This design comes from an exercise in tuning for a short achievable clock period and few clock cycles on the open sky130 flow, not from production work.
In this exercise RTL edits were held to simulation tests only and were not proved equivalent to the original.
No activity file was given, so power comes from the tool's default toggle rates.

==> flow/design.v (excerpt) <==
module core(input wire I_clk,
    input wire I_reset,
    input wire I_irq_active,
    input wire MEM_ready,
    input wire[15:0] MEM_data_in,
    input wire MEM_data_ready,
    output reg O_irq_ack,
    output reg MEM_exec,
    output reg MEM_write,
    output reg[1:0] MEM_size,
    output reg[15:0] MEM_addr,
    output reg[15:0] MEM_data_out);
For scale: roughly 450 flip-flops, ~58 I/O pins, ~27000 um^2 of cells after synthesis.
==> flow/config.mk <==
export PLATFORM = sky130hd
export DESIGN_NAME = core
export DESIGN_NICKNAME = core
export VERILOG_FILES = /design/flow/design.v
export SDC_FILE = /design/flow/constraint.sdc
export NUM_CORES = 4
export LEC_CHECK = 0
export CAP_MARGIN = 20
export CORE_MARGIN = 2
export CORE_UTILIZATION = 40
export SLEW_MARGIN = 20
==> flow/constraint.sdc <==
create_clock -name core_clock -period 7.0 [get_ports {I_clk}]
set_input_delay 1.4000 -clock core_clock [delete_from_list [all_inputs] [get_ports {I_clk}]]
set_output_delay 1.4000 -clock core_clock [all_outputs]
set_load 0.01 [all_outputs]
run.sh (not shown) runs the stock make flow with config.mk's settings and CLKGATE_MAP_FILE= SYNTH_SCRIPT=/design/flow/synth_recipe.tcl, a recipe that flattens the netlist after the stock synthesis.
Testbench counts at the start, summed over its fixed seeds: cycles 128,395.
Rerun with:
- ABC_CLOCK_PERIOD_IN_PS: unset -> 2400
- SETUP_SLACK_MARGIN: unset -> 4.6
- TNS_END_PERCENT: unset -> 100
=> Utilization increases by 11 points; setup slack improved by 1.6 ns; synthesized area stays the same; final cell count increases by roughly a tenth; combinational power increases by well over a third; total power increases by a quarter to a third; final area increases by a quarter to a third; hold slack improved by 0.014 ns; sequential power decreases by a few percent; sequential share of layout area decreases by 8.6 points; wire length increases by about a fifth.

---

Another version of the RTL of core (not shown whole).
Size in the first run: roughly 6700 cells after synthesis, ~1000 flip-flops, about 58 I/O pins, about 0.061 sq mm of cells after synthesis.
==> flow/design.v (excerpt) <==
module core(input wire I_clk,
    input wire I_reset,
    input wire I_irq_active,
    input wire MEM_ready,
    input wire[15:0] MEM_data_in,
    input wire MEM_data_ready,
    output reg O_irq_ack,
    output reg MEM_exec,
    output reg MEM_write,
    output reg[1:0] MEM_size,
    output reg[15:0] MEM_addr,
    output reg[15:0] MEM_data_out);
     localparam ADD     = 4'b0000;
    localparam SUB     = 4'b0001;
    localparam OR      = 4'b0010;
    localparam AND     = 4'b0011;
    localparam XOR     = 4'b0100;
    localparam NOT     = 4'b0101;
    localparam READ    = 4'b0110;
    localparam WRITE   = 4'b0111;
    localparam LOAD    = 4'b1000;
    localparam CMP     = 4'b1001;
    localparam SHIFT   = 4'b1010;
    localparam JMP     = 4'b1011;
    localparam JMPC    = 4'b1100;
    localparam SPECIAL = 4'b1101;
    localparam STACK   = 4'b1110;
localparam OK_FETCH = 2'd0, OK_KILL = 2'd1, OK_READ = 2'd2, OK_WRITE = 2'd3;
localparam M_RUN = 3'd0, M_DRAIN = 3'd1, M_ACK = 3'd2, M_NUM = 3'd3, M_PUSH = 3'd4, M_VEC = 3'd5;
localparam W_SUM = 3'd0, W_LOG = 3'd1, W_SHF = 3'd2, W_CMP = 3'd3, W_SP = 3'd4, W_LD = 3'd5;
localparam APP = 16'h0064;
localparam CI = 4;               
localparam DW = 31;
reg        r_fetch;              
reg        o_v;                  
reg [1:0]  o_kind;
reg [15:0] o_addr;
reg [15:0] fpc;                  
reg [15:0] npc;                  
reg [1:0]  ib_cnt;               
  ...
Settings: LEC_CHECK=0, ABC_CLOCK_PERIOD_IN_PS=2400, CAP_MARGIN=30, CORE_MARGIN=2, CORE_UTILIZATION=40, SETUP_SLACK_MARGIN=4.6, SLEW_MARGIN=30, TNS_END_PERCENT=100; clock period 7.0 ns.
The starting point produced a layout that fails on max-capacitance violations, max-slew violations.
Testbench counts at the start, summed over its fixed seeds: cycles 94,731.
Next try:
--- a/flow/config.mk
+++ b/flow/config.mk
@@ -7,8 +7,8 @@
 export LEC_CHECK = 0
 export ABC_CLOCK_PERIOD_IN_PS = 2400
-export CAP_MARGIN = 30
+export CAP_MARGIN = 20
 export CORE_MARGIN = 2
 export CORE_UTILIZATION = 40
 export SETUP_SLACK_MARGIN = 4.6
-export SLEW_MARGIN = 30
+export SLEW_MARGIN = 20
 export TNS_END_PERCENT = 100
The changed run reached the layout checks and failed them: max-capacitance violations, max-slew violations.
Register-to-register slack is worse by 0.07 ns.
Core utilization rose by 1.4 points.
Cell area grows by 2.6%.
Setup slack barely changes.
Synthesized area stays the same.
Combinational power rises by about 4%.
Critical path depth is unchanged.
Power went up by 0.68%.

==> afterwards: timing with drivers on the ports <==
How much do the figures lean on ideal ports? The routed layouts below were timed once more, with nothing changed but the port constraints. Step 1: set_driving_cell puts a clkbuf_16 on I_clk and a buf_2 on each other input, an assumption about the parent block. Step 2 also shifts input and output timing later by t, the mid clock arrival at the registers, as if the neighbouring blocks saw the same clock. Slacks: no drivers / after step 1 / after step 2; pairs: no drivers / after step 1.
| run | shift t [ns] | slack for setup (ns) | worst data-port slew with drivers (ns) |
|---|---|---|---|
| the first run of note 1 | 0.672 | 2.150 / 2.150 / 2.086 | 0.07 |
| the second run of note 1 | 0.697 | 3.734 / 3.734 / 3.168 | 0.05 |
| the first run of note 2 | 0.857 | 3.929 / 3.869 / 3.013 | 0.17 |
| the second run of note 2 | 0.872 | 3.928 / 3.872 / 3.000 | 0.17 |
For the second run of note 2, which loses most, drivers alone change the setup slack by -0.056 ns; drivers and shift together by -0.928 ns.
